What follows belongs to an exercise in optimizing a design on an open flow for small area and a short achievable clock period; a production flow would make more cautious choices. Power is estimated from default activity; no workload was simulated.

==> maple <==
// Two_neuron
module Two_neuron (clk,reset,enable,wgt1,wgt2,inp,out_vector);
Settings: LEC_CHECK=0, CAP_MARGIN=20, CORE_MARGIN=2, CORE_UTILIZATION=40, SLEW_MARGIN=20, SYNTH_HIERARCHICAL=1, SYNTH_MINIMUM_KEEP_SIZE=0; clock period 25.0 ns.
standard.sh (not shown) runs the stock make flow with config.mk's settings and CLKGATE_MAP_FILE= SYNTH_SCRIPT=/design/flow/synth_recipe.tcl, a recipe that flattens the netlist after the stock synthesis.
==> flow/flow/run.sh <==
#!/bin/bash
# The standard layout (the standard.sh, unchanged synthesis), with every input and
# output port buffered by a sky130_fd_sc_hd__buf_2 instead of the resizer's default pick.
set -e
export BUFFER_PORTS_ARGS="-buffer_cell sky130_fd_sc_hd__buf_2"
bash standard.sh > standard.log 2>&1
==> amber (differences from maple) <==
--- a/flow/design.v
+++ b/flow/design.v
@@ -45,22 +45,14 @@
         input [7:0] lo;
         reg [8:0] t;
         begin
             t = {1'b0, ~lo} + 9'd4;
             sig_sel = neg ? sig_neg(~hi_all | t[8], t[7:4]) : sig_pos(hi_any, lo[7:4]);
         end
     endfunction
-    function automatic [4:0] sig_out;
-        input [7:0] r;
-        reg [3:0] mn;
-        begin
-            mn = ~r[4:1] + {3'b000, r[0]};
-            sig_out = r[7] ? sig_neg(~r[5] | (r[4:1] == 4'd0 & r[0]), mn) : sig_pos(r[6], r[4:1]);
-        end
-    endfunction
     function automatic [5:0] sig_pre;
         input neg;
         input hi_any;
         input hi_all;
         input [7:0] lo;
         reg [8:0] t;
         begin
@@ -790,15 +782,15 @@
     wire [4:0] h_6;
     HSEL hsel_6 (.neg(pp[18]), .pv(pv), .hn(hn), .hp(hp), .h(h_6));
     wire h34_6 = h_6[3] | h_6[4];
     wire [4:0] h_7;
     HSEL hsel_7 (.neg(pp[18]), .pv(pv), .hn(hn), .hp(hp), .h(h_7));
     wire h34_7 = h_7[3] | h_7[4];
     reg [14:0] zs0;
-    reg [7:0] o0;      
+    reg [5:0] o0;      
     wire [14:0] zt0 = clr ? 15'h0000 : zs0;
     wire m0_1, m0_2, m0_3, m0_4, m0_5, m0_6, m0_7, m0_8, m0_9, m0_10, m0_11, m0_12, m0_13, m0_14, m0_15, m0_16;
     wire m0_17, m0_18, m0_19, m0_20, m0_21, m0_22, m0_23, m0_24, m0_25, m0_26, m0_27, m0_28, m0_29, m0_30, m0_31, m0_32;
     wire m0_33, m0_34, m0_35, m0_36, m0_37, m0_38, m0_39, m0_40, m0_41, m0_42, m0_43, m0_44, m0_45, m0_46, m0_47, m0_48;
     wire m0_49, m0_50, m0_51, m0_52, m0_53, m0_54, m0_55, m0_56, m0_57, m0_58, m0_59;
     FA u_m0_1 (.a(zt0[1]), .b((h_0[0] & pw[1])), .c((h_0[1] & pw[0])), .s(m0_1), .co(m0_2));
     FA u_m0_3 (.a(zt0[2]), .b((h_0[0] & pw[2])), .c((h_0[1] & pw[1])), .s(m0_3), .co(m0_4));
@@ -833,20 +825,20 @@
     assign m0_56 = zt0[12] | m0_54;
     assign m0_57 = ~(zt0[13] ^ m0_56);
     assign m0_58 = zt0[13] | m0_56;
     assign m0_59 = ~(zt0[14] ^ m0_58);
     wire [14:0] zn0 = {m0_59, m0_57, m0_55, m0_53, m0_51, m0_44, m0_43, m0_37, m0_24, m0_18, m0_12, m0_11, m0_5, m0_1, zt0[0]} + {1'b0, 1'b0, 1'b0, m0_52, 1'b0, m0_47, m0_38, 1'b0, m0_29, m0_23, m0_17, 1'b0, 1'b0, 1'b0, (h_0[0] & pw[0])};
     always @(posedge clk) begin
         zs0 <= zn0;
-        if (reset) o0 <= 8'd0;
-        else if (full) o0 <= {zn0[14], |zn0[13:8], &zn0[13:8], zn0[7:4], ~|zn0[3:2]};
+        if (reset) o0 <= 6'd0;
+        else if (full) o0 <= sig_pre(zn0[14], |zn0[13:8], &zn0[13:8], zn0[7:0]);
     end
-    assign out_vector[7:0] = {3'b000, sig_out(o0)};
+    assign out_vector[7:0] = {3'b000, o0[5] ? sig_neg(o0[4], o0[3:0]) : sig_pos(o0[4], o0[3:0])};
     reg [14:0] zs1;
-    reg [7:0] o1;      
+    reg [5:0] o1;      
     wire [14:0] zt1 = clr ? 15'h0000 : zs1;
     wire m1_1, m1_2, m1_3, m1_4, m1_5, m1_6, m1_7, m1_8, m1_9, m1_10, m1_11, m1_12, m1_13, m1_14, m1_15, m1_16;
     wire m1_17, m1_18, m1_19, m1_20, m1_21, m1_22, m1_23, m1_24, m1_25, m1_26, m1_27, m1_28, m1_29, m1_30, m1_31, m1_32;
     wire m1_33, m1_34, m1_35, m1_36, m1_37, m1_38, m1_39, m1_40, m1_41, m1_42, m1_43, m1_44, m1_45, m1_46, m1_47, m1_48;
     wire m1_49, m1_50, m1_51, m1_52, m1_53, m1_54, m1_55, m1_56, m1_57, m1_58, m1_59;
     FA u_m1_1 (.a(zt1[1]), .b((h_1[0] & pw[9])), .c((h_1[1] & pw[8])), .s(m1_1), .co(m1_2));
     FA u_m1_3 (.a(zt1[2]), .b((h_1[0] & pw[10])), .c((h_1[1] & pw[9])), .s(m1_3), .co(m1_4));
@@ -881,20 +873,20 @@
     assign m1_56 = zt1[12] | m1_54;
     assign m1_57 = ~(zt1[13] ^ m1_56);
     assign m1_58 = zt1[13] | m1_56;
     assign m1_59 = ~(zt1[14] ^ m1_58);
     wire [14:0] zn1 = {m1_59, m1_57, m1_55, m1_53, m1_51, m1_44, m1_43, m1_37, m1_24, m1_18, m1_12, m1_11, m1_5, m1_1, zt1[0]} + {1'b0, 1'b0, 1'b0, m1_52, 1'b0, m1_47, m1_38, 1'b0, m1_29, m1_23, m1_17, 1'b0, 1'b0, 1'b0, (h_1[0] & pw[8])};
     always @(posedge clk) begin
         zs1 <= zn1;
-        if (reset) o1 <= 8'd0;
-        else if (full) o1 <= {zn1[14], |zn1[13:8], &zn1[13:8], zn1[7:4], ~|zn1[3:2]};
+        if (reset) o1 <= 6'd0;
+        else if (full) o1 <= sig_pre(zn1[14], |zn1[13:8], &zn1[13:8], zn1[7:0]);
     end
-    assign out_vector[15:8] = {3'b000, sig_out(o1)};
+    assign out_vector[15:8] = {3'b000, o1[5] ? sig_neg(o1[4], o1[3:0]) : sig_pos(o1[4], o1[3:0])};
     reg [14:0] zs2;
-    reg [7:0] o2;      
+    reg [5:0] o2;      
     wire [14:0] zt2 = clr ? 15'h0000 : zs2;
     wire m2_1, m2_2, m2_3, m2_4, m2_5, m2_6, m2_7, m2_8, m2_9, m2_10, m2_11, m2_12, m2_13, m2_14, m2_15, m2_16;
     wire m2_17, m2_18, m2_19, m2_20, m2_21, m2_22, m2_23, m2_24, m2_25, m2_26, m2_27, m2_28, m2_29, m2_30, m2_31, m2_32;
     wire m2_33, m2_34, m2_35, m2_36, m2_37, m2_38, m2_39, m2_40, m2_41, m2_42, m2_43, m2_44, m2_45, m2_46, m2_47, m2_48;
     wire m2_49, m2_50, m2_51, m2_52, m2_53, m2_54, m2_55, m2_56, m2_57, m2_58, m2_59;
     FA u_m2_1 (.a(zt2[1]), .b((h_2[0] & pw[17])), .c((h_2[1] & pw[16])), .s(m2_1), .co(m2_2));
     FA u_m2_3 (.a(zt2[2]), .b((h_2[0] & pw[18])), .c((h_2[1] & pw[17])), .s(m2_3), .co(m2_4));
@@ -929,20 +921,20 @@
     assign m2_56 = zt2[12] | m2_54;
     assign m2_57 = ~(zt2[13] ^ m2_56);
     assign m2_58 = zt2[13] | m2_56;
     assign m2_59 = ~(zt2[14] ^ m2_58);
     wire [14:0] zn2 = {m2_59, m2_57, m2_55, m2_53, m2_51, m2_44, m2_43, m2_37, m2_24, m2_18, m2_12, m2_11, m2_5, m2_1, zt2[0]} + {1'b0, 1'b0, 1'b0, m2_52, 1'b0, m2_47, m2_38, 1'b0, m2_29, m2_23, m2_17, 1'b0, 1'b0, 1'b0, (h_2[0] & pw[16])};
     always @(posedge clk) begin
         zs2 <= zn2;
-        if (reset) o2 <= 8'd0;
-        else if (full) o2 <= {zn2[14], |zn2[13:8], &zn2[13:8], zn2[7:4], ~|zn2[3:2]};
+        if (reset) o2 <= 6'd0;
+        else if (full) o2 <= sig_pre(zn2[14], |zn2[13:8], &zn2[13:8], zn2[7:0]);
     end
-    assign out_vector[23:16] = {3'b000, sig_out(o2)};
+    assign out_vector[23:16] = {3'b000, o2[5] ? sig_neg(o2[4], o2[3:0]) : sig_pos(o2[4], o2[3:0])};
     reg [14:0] zs3;
-    reg [7:0] o3;      
+    reg [5:0] o3;      
     wire [14:0] zt3 = clr ? 15'h0000 : zs3;
     wire m3_1, m3_2, m3_3, m3_4, m3_5, m3_6, m3_7, m3_8, m3_9, m3_10, m3_11, m3_12, m3_13, m3_14, m3_15, m3_16;
     wire m3_17, m3_18, m3_19, m3_20, m3_21, m3_22, m3_23, m3_24, m3_25, m3_26, m3_27, m3_28, m3_29, m3_30, m3_31, m3_32;
     wire m3_33, m3_34, m3_35, m3_36, m3_37, m3_38, m3_39, m3_40, m3_41, m3_42, m3_43, m3_44, m3_45, m3_46, m3_47, m3_48;
     wire m3_49, m3_50, m3_51, m3_52, m3_53, m3_54, m3_55, m3_56, m3_57, m3_58, m3_59;
     FA u_m3_1 (.a(zt3[1]), .b((h_3[0] & pw[25])), .c((h_3[1] & pw[24])), .s(m3_1), .co(m3_2));
     FA u_m3_3 (.a(zt3[2]), .b((h_3[0] & pw[26])), .c((h_3[1] & pw[25])), .s(m3_3), .co(m3_4));
@@ -977,20 +969,20 @@
     assign m3_56 = zt3[12] | m3_54;
     assign m3_57 = ~(zt3[13] ^ m3_56);
     assign m3_58 = zt3[13] | m3_56;
     assign m3_59 = ~(zt3[14] ^ m3_58);
     wire [14:0] zn3 = {m3_59, m3_57, m3_55, m3_53, m3_51, m3_44, m3_43, m3_37, m3_24, m3_18, m3_12, m3_11, m3_5, m3_1, zt3[0]} + {1'b0, 1'b0, 1'b0, m3_52, 1'b0, m3_47, m3_38, 1'b0, m3_29, m3_23, m3_17, 1'b0, 1'b0, 1'b0, (h_3[0] & pw[24])};
     always @(posedge clk) begin
         zs3 <= zn3;
-        if (reset) o3 <= 8'd0;
-        else if (full) o3 <= {zn3[14], |zn3[13:8], &zn3[13:8], zn3[7:4], ~|zn3[3:2]};
+        if (reset) o3 <= 6'd0;
+        else if (full) o3 <= sig_pre(zn3[14], |zn3[13:8], &zn3[13:8], zn3[7:0]);
     end
-    assign out_vector[31:24] = {3'b000, sig_out(o3)};
+    assign out_vector[31:24] = {3'b000, o3[5] ? sig_neg(o3[4], o3[3:0]) : sig_pos(o3[4], o3[3:0])};
     reg [14:0] zs4;
-    reg [7:0] o4;      
+    reg [5:0] o4;      
     wire [14:0] zt4 = clr ? 15'h0000 : zs4;
     wire m4_1, m4_2, m4_3, m4_4, m4_5, m4_6, m4_7, m4_8, m4_9, m4_10, m4_11, m4_12, m4_13, m4_14, m4_15, m4_16;
     wire m4_17, m4_18, m4_19, m4_20, m4_21, m4_22, m4_23, m4_24, m4_25, m4_26, m4_27, m4_28, m4_29, m4_30, m4_31, m4_32;
     wire m4_33, m4_34, m4_35, m4_36, m4_37, m4_38, m4_39, m4_40, m4_41, m4_42, m4_43, m4_44, m4_45, m4_46, m4_47, m4_48;
     wire m4_49, m4_50, m4_51, m4_52, m4_53, m4_54, m4_55, m4_56, m4_57, m4_58, m4_59;
     FA u_m4_1 (.a(zt4[1]), .b((h_4[0] & pw[33])), .c((h_4[1] & pw[32])), .s(m4_1), .co(m4_2));
     FA u_m4_3 (.a(zt4[2]), .b((h_4[0] & pw[34])), .c((h_4[1] & pw[33])), .s(m4_3), .co(m4_4));
@@ -1025,20 +1017,20 @@
     assign m4_56 = zt4[12] | m4_54;
     assign m4_57 = ~(zt4[13] ^ m4_56);
     assign m4_58 = zt4[13] | m4_56;
     assign m4_59 = ~(zt4[14] ^ m4_58);
     wire [14:0] zn4 = {m4_59, m4_57, m4_55, m4_53, m4_51, m4_44, m4_43, m4_37, m4_24, m4_18, m4_12, m4_11, m4_5, m4_1, zt4[0]} + {1'b0, 1'b0, 1'b0, m4_52, 1'b0, m4_47, m4_38, 1'b0, m4_29, m4_23, m4_17, 1'b0, 1'b0, 1'b0, (h_4[0] & pw[32])};
     always @(posedge clk) begin
         zs4 <= zn4;
-        if (reset) o4 <= 8'd0;
-        else if (full) o4 <= {zn4[14], |zn4[13:8], &zn4[13:8], zn4[7:4], ~|zn4[3:2]};
+        if (reset) o4 <= 6'd0;
+        else if (full) o4 <= sig_pre(zn4[14], |zn4[13:8], &zn4[13:8], zn4[7:0]);
     end
-    assign out_vector[39:32] = {3'b000, sig_out(o4)};
+    assign out_vector[39:32] = {3'b000, o4[5] ? sig_neg(o4[4], o4[3:0]) : sig_pos(o4[4], o4[3:0])};
     reg [14:0] zs5;
-    reg [7:0] o5;      
+    reg [5:0] o5;      
     wire [14:0] zt5 = clr ? 15'h0000 : zs5;
     wire m5_1, m5_2, m5_3, m5_4, m5_5, m5_6, m5_7, m5_8, m5_9, m5_10, m5_11, m5_12, m5_13, m5_14, m5_15, m5_16;
     wire m5_17, m5_18, m5_19, m5_20, m5_21, m5_22, m5_23, m5_24, m5_25, m5_26, m5_27, m5_28, m5_29, m5_30, m5_31, m5_32;
     wire m5_33, m5_34, m5_35, m5_36, m5_37, m5_38, m5_39, m5_40, m5_41, m5_42, m5_43, m5_44, m5_45, m5_46, m5_47, m5_48;
     wire m5_49, m5_50, m5_51, m5_52, m5_53, m5_54, m5_55, m5_56, m5_57, m5_58, m5_59;
     FA u_m5_1 (.a(zt5[1]), .b((h_5[0] & pw[41])), .c((h_5[1] & pw[40])), .s(m5_1), .co(m5_2));
     FA u_m5_3 (.a(zt5[2]), .b((h_5[0] & pw[42])), .c((h_5[1] & pw[41])), .s(m5_3), .co(m5_4));
@@ -1073,20 +1065,20 @@
     assign m5_56 = zt5[12] | m5_54;
     assign m5_57 = ~(zt5[13] ^ m5_56);
     assign m5_58 = zt5[13] | m5_56;
     assign m5_59 = ~(zt5[14] ^ m5_58);
     wire [14:0] zn5 = {m5_59, m5_57, m5_55, m5_53, m5_51, m5_44, m5_43, m5_37, m5_24, m5_18, m5_12, m5_11, m5_5, m5_1, zt5[0]} + {1'b0, 1'b0, 1'b0, m5_52, 1'b0, m5_47, m5_38, 1'b0, m5_29, m5_23, m5_17, 1'b0, 1'b0, 1'b0, (h_5[0] & pw[40])};
     always @(posedge clk) begin
         zs5 <= zn5;
-        if (reset) o5 <= 8'd0;
-        else if (full) o5 <= {zn5[14], |zn5[13:8], &zn5[13:8], zn5[7:4], ~|zn5[3:2]};
+        if (reset) o5 <= 6'd0;
+        else if (full) o5 <= sig_pre(zn5[14], |zn5[13:8], &zn5[13:8], zn5[7:0]);
     end
-    assign out_vector[47:40] = {3'b000, sig_out(o5)};
+    assign out_vector[47:40] = {3'b000, o5[5] ? sig_neg(o5[4], o5[3:0]) : sig_pos(o5[4], o5[3:0])};
     reg [14:0] zs6;
-    reg [7:0] o6;      
+    reg [5:0] o6;      
     wire [14:0] zt6 = clr ? 15'h0000 : zs6;
     wire m6_1, m6_2, m6_3, m6_4, m6_5, m6_6, m6_7, m6_8, m6_9, m6_10, m6_11, m6_12, m6_13, m6_14, m6_15, m6_16;
     wire m6_17, m6_18, m6_19, m6_20, m6_21, m6_22, m6_23, m6_24, m6_25, m6_26, m6_27, m6_28, m6_29, m6_30, m6_31, m6_32;
     wire m6_33, m6_34, m6_35, m6_36, m6_37, m6_38, m6_39, m6_40, m6_41, m6_42, m6_43, m6_44, m6_45, m6_46, m6_47, m6_48;
     wire m6_49, m6_50, m6_51, m6_52, m6_53, m6_54, m6_55, m6_56, m6_57, m6_58, m6_59;
     FA u_m6_1 (.a(zt6[1]), .b((h_6[0] & pw[49])), .c((h_6[1] & pw[48])), .s(m6_1), .co(m6_2));
     FA u_m6_3 (.a(zt6[2]), .b((h_6[0] & pw[50])), .c((h_6[1] & pw[49])), .s(m6_3), .co(m6_4));
@@ -1121,20 +1113,20 @@
     assign m6_56 = zt6[12] | m6_54;
     assign m6_57 = ~(zt6[13] ^ m6_56);
     assign m6_58 = zt6[13] | m6_56;
     assign m6_59 = ~(zt6[14] ^ m6_58);
     wire [14:0] zn6 = {m6_59, m6_57, m6_55, m6_53, m6_51, m6_44, m6_43, m6_37, m6_24, m6_18, m6_12, m6_11, m6_5, m6_1, zt6[0]} + {1'b0, 1'b0, 1'b0, m6_52, 1'b0, m6_47, m6_38, 1'b0, m6_29, m6_23, m6_17, 1'b0, 1'b0, 1'b0, (h_6[0] & pw[48])};
     always @(posedge clk) begin
         zs6 <= zn6;
-        if (reset) o6 <= 8'd0;
-        else if (full) o6 <= {zn6[14], |zn6[13:8], &zn6[13:8], zn6[7:4], ~|zn6[3:2]};
+        if (reset) o6 <= 6'd0;
+        else if (full) o6 <= sig_pre(zn6[14], |zn6[13:8], &zn6[13:8], zn6[7:0]);
     end
-    assign out_vector[55:48] = {3'b000, sig_out(o6)};
+    assign out_vector[55:48] = {3'b000, o6[5] ? sig_neg(o6[4], o6[3:0]) : sig_pos(o6[4], o6[3:0])};
     reg [14:0] zs7;
-    reg [7:0] o7;      
+    reg [5:0] o7;      
     wire [14:0] zt7 = clr ? 15'h0000 : zs7;
     wire m7_1, m7_2, m7_3, m7_4, m7_5, m7_6, m7_7, m7_8, m7_9, m7_10, m7_11, m7_12, m7_13, m7_14, m7_15, m7_16;
     wire m7_17, m7_18, m7_19, m7_20, m7_21, m7_22, m7_23, m7_24, m7_25, m7_26, m7_27, m7_28, m7_29, m7_30, m7_31, m7_32;
     wire m7_33, m7_34, m7_35, m7_36, m7_37, m7_38, m7_39, m7_40, m7_41, m7_42, m7_43, m7_44, m7_45, m7_46, m7_47, m7_48;
     wire m7_49, m7_50, m7_51, m7_52, m7_53, m7_54, m7_55, m7_56, m7_57, m7_58, m7_59;
     FA u_m7_1 (.a(zt7[1]), .b((h_7[0] & pw[57])), .c((h_7[1] & pw[56])), .s(m7_1), .co(m7_2));
     FA u_m7_3 (.a(zt7[2]), .b((h_7[0] & pw[58])), .c((h_7[1] & pw[57])), .s(m7_3), .co(m7_4));
@@ -1169,12 +1161,12 @@
     assign m7_56 = zt7[12] | m7_54;
     assign m7_57 = ~(zt7[13] ^ m7_56);
     assign m7_58 = zt7[13] | m7_56;
     assign m7_59 = ~(zt7[14] ^ m7_58);
     wire [14:0] zn7 = {m7_59, m7_57, m7_55, m7_53, m7_51, m7_44, m7_43, m7_37, m7_24, m7_18, m7_12, m7_11, m7_5, m7_1, zt7[0]} + {1'b0, 1'b0, 1'b0, m7_52, 1'b0, m7_47, m7_38, 1'b0, m7_29, m7_23, m7_17, 1'b0, 1'b0, 1'b0, (h_7[0] & pw[56])};
     always @(posedge clk) begin
         zs7 <= zn7;
-        if (reset) o7 <= 8'd0;
-        else if (full) o7 <= {zn7[14], |zn7[13:8], &zn7[13:8], zn7[7:4], ~|zn7[3:2]};
+        if (reset) o7 <= 6'd0;
+        else if (full) o7 <= sig_pre(zn7[14], |zn7[13:8], &zn7[13:8], zn7[7:0]);
     end
-    assign out_vector[63:56] = {3'b000, sig_out(o7)};
+    assign out_vector[63:56] = {3'b000, o7[5] ? sig_neg(o7[4], o7[3:0]) : sig_pos(o7[4], o7[3:0])};
 endmodule
==> comparison table <==
quantity	maple	amber
Status	no timing/DRC/antenna violations	no timing/DRC/antenna violations
Routing usage on met1	28.14%	28.57%
Hold Crit Start	cnt[2]$_SDFFE_PP0P_	cnt[1]$_SDFFE_PP0P_
Layout cell share with drive strength beyond 1	9.397%	9.738%
Proportion of cell area occupied by multi-input gates	73.07%	73.04%
Standard-cell row count	109	108
Total Die Area	91,560 sq um	89,370 sq um
Mapped Cells	3,512	3,442
Flip-flop and latch count	299	283
Power of the combinational group	3.64 mW	3.67 mW
Number of nets at the end of the flow	4,698	4,609
Met2 track demand over resource in global routing	39.33%	40.49%
Repair and plain buffers	249	252
Util after Layout	43.99%	44.05%
Placed standard-cell area	37,640 sq um	36,740 sq um
Flop pwr share	14.5%	13.7%
Worst rel slew slack	26.99%	41.41%
Fraction of synthesized cell area in xor and xnor cells	3.856%	3.714%
Total buffers and inverters traversed by the critical path	0	1
Clock buf count	57	50
Synthesized cell area	35,660 sq um	34,800 sq um
Logic gate share of total power	74.5%	74.3%
Post-detailed-route via-to-cell ratio	5.270	5.308
Transition time at the pin with the least slew margin	1094 ps	877.1 ps
No run of this note included a check of the RTL's function; only the layout flow was run.

[what the ideal ports hide]
Ports are ideal in the flow. The routed layouts listed here were re-timed in OpenROAD. Step 1: set_driving_cell puts a clkbuf_16 on clk and a buf_2 on each other input, an assumption about the parent block. Step 2 also shifts input and output timing later by t, the mid clock arrival at the registers, as if the neighbouring blocks saw the same clock. Three values: ideal, step 1, step 2; two values: the first two.
run	t, ns	setup slack, ns	worst slew at a driven data input, ns
maple	0.619	16.321 / 16.321 / 15.820	0.15
amber	0.627	16.300 / 16.300 / 15.734	0.15
After both steps every run listed still meets setup and hold. For amber, which loses most, drivers alone change the setup slack by 0.000 ns; drivers and shift together by -0.566 ns.
